This design comes from an exercise in tuning for small area and a short achievable clock period on the open sky130 flow, not from production work. At most, simulation tests tie the RTL to the original design; equivalence was not proved.

==> branch yarrow: inputs <==
==> flow/design.v <==
module adaptive_filter(
    input wire clk,
    input wire rst_n,
    input wire [31:0] input_signal,
    input wire [31:0] desired_signal,
    output wire [31:0] filtered_signal
);
reg [15:0] d0, d1, d2, d3, d4, d5, d6, d7;
reg [14:0] e;        
reg [14:0] cn;       
reg [30:0] p;        
reg [30:0] fh;       
reg [3:0]  cnt;      
wire        dv  = cnt[3];
wire [14:0] d7m = dv ? d7[14:0] : 15'd0;
assign filtered_signal = {fh, 1'b0};
always @(posedge clk) begin
    d0 <= input_signal[15:0];
    d1 <= d0; d2 <= d1; d3 <= d2; d4 <= d3; d5 <= d4; d6 <= d5; d7 <= d6;
    e  <= desired_signal[14:0] - {fh[13:0], 1'b0};
end
always @(posedge clk or negedge rst_n) begin
    if (!rst_n) begin
        cnt <= 4'd0;
        cn  <= 15'd0;
        p   <= 31'd0;
        fh  <= 31'd0;
    end else begin
        if (!dv) cnt <= cnt + 4'd1;
        cn <= cn + 15'd5 * e * d7m;
        p  <= cn * d6;
        fh <= fh + p;
    end
end
endmodule
==> flow/run.sh <==
#!/bin/bash
# synth_recipe.tcl (not shown) runs the flow's synth.tcl, then flattens the netlist and writes it again
# the make line also repeats each setting of config.mk as NAME=value (left out here)
make -C /OpenROAD-flow-scripts/flow DESIGN_CONFIG=/design/flow/config.mk WORK_HOME=/design/flow/orfs CLKGATE_MAP_FILE= SYNTH_SCRIPT=/design/flow/synth_recipe.tcl finish
==> flow/config.mk <==
export PLATFORM = sky130hd
export DESIGN_NAME = adaptive_filter
export DESIGN_NICKNAME = adaptive_filter
export VERILOG_FILES = /design/flow/design.v
export SDC_FILE = /design/flow/constraint.sdc
export NUM_CORES = 4
export LEC_CHECK = 0
export CAP_MARGIN = 20
export CORE_MARGIN = 2
export CORE_UTILIZATION = 40
export SLEW_MARGIN = 20
==> flow/constraint.sdc <==
create_clock -name core_clock -period 7.5 [get_ports {clk}]
set_input_delay 1.5000 -clock core_clock [delete_from_list [all_inputs] [get_ports {clk}]]
set_output_delay 1.5000 -clock core_clock [all_outputs]
set_load 0.01 [all_outputs]
==> inputs of branch maple, as changes to branch yarrow <==
==> flow/design.v (replaced) <==
module adaptive_filter(
    input wire clk,
    input wire rst_n,
    input wire [31:0] input_signal,
    input wire [31:0] desired_signal,
    output reg [31:0] filtered_signal  
);
integer i;
reg [15:0] filter_coefficients [0:7];  
reg [15:0] delay_line [0:7];           
reg [15:0] error_signal;
reg [15:0] update_value;
parameter LEARNING_RATE = 16'd10;  
always @(posedge clk or negedge rst_n)
begin
    if (!rst_n)
    begin
        for ( i = 0; i < 8; i = i + 1)  
        begin
            filter_coefficients[i] <= 16'b0;
            delay_line[i] <= 32'b0;
        end
        error_signal <= 32'b0;
        update_value <= 32'b0;
        filtered_signal <= 32'd0;  
    end
    else
    begin
        for (i = 7; i > 0; i = i - 1)  
        begin
            delay_line[i] <= delay_line[i - 1];
        end
        delay_line[0] <= input_signal;
        filtered_signal <= filter_coefficients[0] * delay_line[0];  
        for ( i = 1; i < 8; i = i + 1)
        begin
            filtered_signal <= filtered_signal + filter_coefficients[i] * delay_line[i];
        end
        error_signal <= desired_signal - filtered_signal;
        update_value <= LEARNING_RATE * error_signal * delay_line[0];
        filter_coefficients[0] <= filter_coefficients[0] + update_value;
        for (i = 1; i < 8; i = i + 1)  
        begin
            update_value <= LEARNING_RATE * error_signal * delay_line[i];
            filter_coefficients[i] <= filter_coefficients[i] + update_value;
        end
    end
end
endmodule
==> inputs of branch willow, as changes to branch yarrow <==
--- a/flow/design.v
+++ b/flow/design.v
@@ -7,8 +7,8 @@
 );
 reg [15:0] d0, d1, d2, d3, d4, d5, d6, d7;
 reg [14:0] e;        
-reg [14:0] cn;       
-reg [30:0] p;        
+reg [14:0] uh;       
+reg [14:0] ch;       
 reg [30:0] fh;       
 reg [3:0]  cnt;      
 wire        dv  = cnt[3];
@@ -22,14 +22,14 @@
 always @(posedge clk or negedge rst_n) begin
     if (!rst_n) begin
         cnt <= 4'd0;
-        cn  <= 15'd0;
-        p   <= 31'd0;
+        uh  <= 15'd0;
+        ch  <= 15'd0;
         fh  <= 31'd0;
     end else begin
         if (!dv) cnt <= cnt + 4'd1;
-        cn <= cn + 15'd5 * e * d7m;
-        p  <= cn * d6;
-        fh <= fh + p;
+        uh <= 15'd5 * e * d7m;
+        ch <= ch + uh;
+        fh <= fh + ch * d7;
     end
 end
 endmodule
==> comparison <==
- Of branch willow and branch yarrow, branch yarrow has the higher sequential share of layout area (gap 1.1 points).
- Against branch maple, the count of clock-buffer cells in the layout of branch yarrow is higher by 6.
- Worst setup slack, lowest first: branch yarrow, branch willow, branch maple.
- In critical path depth, branch yarrow and branch willow do not differ.
- The highest via count belongs to branch yarrow, the lowest to branch willow.
- Branch maple completed without violations. Branch willow completed with no timing, DRC or antenna violations. Branch yarrow produced a clean layout.
==> figures <==
quantity	branch willow	branch yarrow	branch maple
Number of buffer and inverter instances along the worst setup path	5	0	7
Met3 wire length	1420 µm	1900 µm	1320 µm
Data buffer area share	0.0451	0.0410	0.0402
Largest incremental delay on the critical path	0.56 ns	0.59 ns	0.53 ns
Critical Path Source	e[1]	e[3]	error_signal[3]
Flip-flop cell with the highest count after synthesis	dfxtp_1	dfxtp_1	dfrtp_1
Drt wl/cell	15.1 µm	15.2 µm	15.3 µm
Run status	finished clean	finished clean	finished clean
Count of instances resized after the clock tree is built	4	7	0
Maximum number of pins on one net before global-route repair	66	59	144
Non-Filler Cell Area, Final	21000 µm²	21700 µm²	21400 µm²
Placed standard-cell area	20000 µm²	20700 µm²	20600 µm²
Sink count of the clock tree	208	223	204
Post-synthesis area per instance	9.85 µm²	9.96 µm²	10.0 µm²
For branch yarrow and branch willow, only the layout was checked, not whether the RTL still works.

* * *

==> try-garnet: inputs <==
adaptive_filter, a different RTL version from the one above (not shown whole).
==> flow/config.mk <==
export PLATFORM = sky130hd
export DESIGN_NAME = adaptive_filter
export DESIGN_NICKNAME = adaptive_filter
export VERILOG_FILES = /design/flow/design.v
export SDC_FILE = /design/flow/constraint.sdc
export NUM_CORES = 4
export LEC_CHECK = 0
export CAP_MARGIN = 20
export CORE_MARGIN = 2
export CORE_UTILIZATION = 55
export SETUP_SLACK_MARGIN = 3.5
export SLEW_MARGIN = 20
==> flow/constraint.sdc <==
create_clock -name core_clock -period 7.5 [get_ports {clk}]
set_input_delay 1.5000 -clock core_clock [delete_from_list [all_inputs] [get_ports {clk}]]
set_output_delay 1.5000 -clock core_clock [all_outputs]
set_load 0.01 [all_outputs]
standard.sh (not shown) runs the stock make flow with config.mk's settings and CLKGATE_MAP_FILE= SYNTH_SCRIPT=/design/flow/synth_recipe.tcl, a recipe that flattens the netlist after the stock synthesis.
==> flow/flow/run.sh <==
#!/bin/bash
# Own layout flow: the standard flow (standard.sh) with three changes:
# 1. The synthesis skips the generic 'abc -fast' pass that Yosys's synth runs
#    before ORFS extracts full/half adders, so the adder trees written in the
#    RTL reach extract_fa as written; ABC still maps all remaining logic at
#    the end, as in the standard flow. Registers and their names are the
#    standard synthesis's.
# 2. Each input and output port gets a plain sky130_fd_sc_hd__buf_1 as its
#    port buffer (the standard flow picks clkdlybuf4s50_1, a slower and
#    larger delay cell). Every port is still buffered.
# 3. Clock tree synthesis runs with ORFS's usual arguments plus
#    -dont_use_dummy_load (no extra load cells hung on the clock tree).
set -euo pipefail
cd "$(dirname "$0")/.."
sed '1s/.*/proc synth {args} { if {[lsearch -exact $args fine:] >= 0} { yosys synth -nofsm -noshare -noabc {*}$args } else { yosys synth -nofsm -noshare {*}$args } }/' \
  synth_recipe.tcl > own_synth.tcl
sed -e 's#synth_recipe\.tcl#own_synth.tcl#g' \
    -e 's#^make \(.*\) "\${@:-finish}"$#make \1 "BUFFER_PORTS_ARGS=-buffer_cell sky130_fd_sc_hd__buf_1" "CTS_ARGS=-sink_clustering_enable -repair_clock_nets -dont_use_dummy_load" "${@:-finish}"#' \
  standard.sh > own_standard.sh
bash own_standard.sh finish > own_flow.log 2>&1
==> try-zinc: changes against try-garnet <==
==> flow/run.sh (new file) <==
#!/bin/bash
# synth_recipe.tcl (not shown) runs the flow's synth.tcl, then flattens the netlist and writes it again
# the make line also repeats each setting of config.mk as NAME=value (left out here)
make -C /OpenROAD-flow-scripts/flow DESIGN_CONFIG=/design/flow/config.mk WORK_HOME=/design/flow/orfs CLKGATE_MAP_FILE= SYNTH_SCRIPT=/design/flow/synth_recipe.tcl finish
--- a/flow/config.mk
+++ b/flow/config.mk
@@ -8,5 +8,5 @@
 export CAP_MARGIN = 20
 export CORE_MARGIN = 2
-export CORE_UTILIZATION = 55
-export SETUP_SLACK_MARGIN = 3.5
+export CORE_UTILIZATION = 40
+export SETUP_SLACK_MARGIN = 4
 export SLEW_MARGIN = 20
removed: flow/flow/run.sh
removed: flow/standard.sh
==> try-maple: changes against try-garnet <==
--- a/flow/flow/run.sh
+++ b/flow/flow/run.sh
@@ -6,5 +6,5 @@
 #    the end, as in the standard flow. Registers and their names are the
 #    standard synthesis's.
-# 2. Each input and output port gets a plain sky130_fd_sc_hd__buf_1 as its
+# 2. Each input and output port gets a plain sky130_fd_sc_hd__buf_2 as its
 #    port buffer (the standard flow picks clkdlybuf4s50_1, a slower and
 #    larger delay cell). Every port is still buffered.
@@ -16,5 +16,5 @@
   synth_recipe.tcl > own_synth.tcl
 sed -e 's#synth_recipe\.tcl#own_synth.tcl#g' \
-    -e 's#^make \(.*\) "\${@:-finish}"$#make \1 "BUFFER_PORTS_ARGS=-buffer_cell sky130_fd_sc_hd__buf_1" "CTS_ARGS=-sink_clustering_enable -repair_clock_nets -dont_use_dummy_load" "${@:-finish}"#' \
+    -e 's#^make \(.*\) "\${@:-finish}"$#make \1 "BUFFER_PORTS_ARGS=-buffer_cell sky130_fd_sc_hd__buf_2" "CTS_ARGS=-sink_clustering_enable -repair_clock_nets -dont_use_dummy_load" "${@:-finish}"#' \
   standard.sh > own_standard.sh
 bash own_standard.sh finish > own_flow.log 2>&1
--- a/flow/config.mk
+++ b/flow/config.mk
@@ -8,5 +8,5 @@
 export CAP_MARGIN = 20
 export CORE_MARGIN = 2
-export CORE_UTILIZATION = 55
+export CORE_UTILIZATION = 50
 export SETUP_SLACK_MARGIN = 3.5
 export SLEW_MARGIN = 20
==> try-tundra: changes against try-garnet <==
--- a/flow/flow/run.sh
+++ b/flow/flow/run.sh
@@ -6,5 +6,5 @@
 #    the end, as in the standard flow. Registers and their names are the
 #    standard synthesis's.
-# 2. Each input and output port gets a plain sky130_fd_sc_hd__buf_1 as its
+# 2. Each input and output port gets a plain sky130_fd_sc_hd__buf_2 as its
 #    port buffer (the standard flow picks clkdlybuf4s50_1, a slower and
 #    larger delay cell). Every port is still buffered.
@@ -16,5 +16,5 @@
   synth_recipe.tcl > own_synth.tcl
 sed -e 's#synth_recipe\.tcl#own_synth.tcl#g' \
-    -e 's#^make \(.*\) "\${@:-finish}"$#make \1 "BUFFER_PORTS_ARGS=-buffer_cell sky130_fd_sc_hd__buf_1" "CTS_ARGS=-sink_clustering_enable -repair_clock_nets -dont_use_dummy_load" "${@:-finish}"#' \
+    -e 's#^make \(.*\) "\${@:-finish}"$#make \1 "BUFFER_PORTS_ARGS=-buffer_cell sky130_fd_sc_hd__buf_2" "CTS_ARGS=-sink_clustering_enable -repair_clock_nets -dont_use_dummy_load" "${@:-finish}"#' \
   standard.sh > own_standard.sh
 bash own_standard.sh finish > own_flow.log 2>&1
--- a/flow/config.mk
+++ b/flow/config.mk
@@ -8,5 +8,5 @@
 export CAP_MARGIN = 20
 export CORE_MARGIN = 2
-export CORE_UTILIZATION = 55
+export CORE_UTILIZATION = 60
 export SETUP_SLACK_MARGIN = 3.5
 export SLEW_MARGIN = 20
==> run summary <==
Maximum frequency: try-maple < try-tundra < try-garnet < try-zinc.
Between try-tundra and try-garnet, the lower cell count is in try-tundra (gap about 1.2%, measured against try-garnet).
The highest non-clock buffer count belongs to try-zinc, the lowest to try-tundra.
Between try-zinc and try-tundra, the lower clock skew is in try-zinc (gap 23 ps).
In try-zinc the count of clock-buffer cells in the layout is higher than in try-maple, by 5.
Of try-zinc and try-tundra, try-tundra has the higher worst hold slack (gap 0.79 ps).
Between try-zinc and try-tundra, the lower sequential share of layout area is in try-zinc (gap 3.0 points).

-- separate check: timing with driven ports --
The flow's constraints put no driver on any port. The routed layouts listed below were extracted and timed again, unchanged, in two steps.
Step 1, drivers: a clkbuf_16 drives clk and a buf_2 each remaining input, both assumed.
Step 2, shift: input delay + t, output delay - t, t = (earliest + latest rising clock arrival at the registers) / 2. This alone moves slack from input paths to output paths.
a / b / c = no drivers / after step 1 / after step 2; a / b = the first two.
run | t (ns) | setup slack, ns | hold WS [ns]
branch yarrow | 0.584 | 0.166 / 0.166 / 0.166 | 0.313 / 0.313 / 0.313
branch maple | 0.591 | 0.442 / 0.442 / 0.442 | 0.342 / 0.342 / 0.342
branch willow | 0.596 | 0.312 / 0.312 / 0.312 | 0.318 / 0.318 / 0.318
try-garnet | 0.598 | 3.562 / 3.562 / 3.562 | 0.316 / 0.316 / 0.316
try-zinc | 0.635 | 3.668 / 3.668 / 3.409 | 0.321 / 0.321 / 0.321
try-maple | 0.589 | 3.434 / 3.434 / 3.434 | 0.319 / 0.319 / 0.319
try-tundra | 0.591 | 3.488 / 3.488 / 3.488 | 0.322 / 0.322 / 0.322
After both steps setup and hold are still met in every run listed. For try-zinc, which loses most, drivers alone change the setup slack by 0.000 ns; drivers and shift together by -0.259 ns.
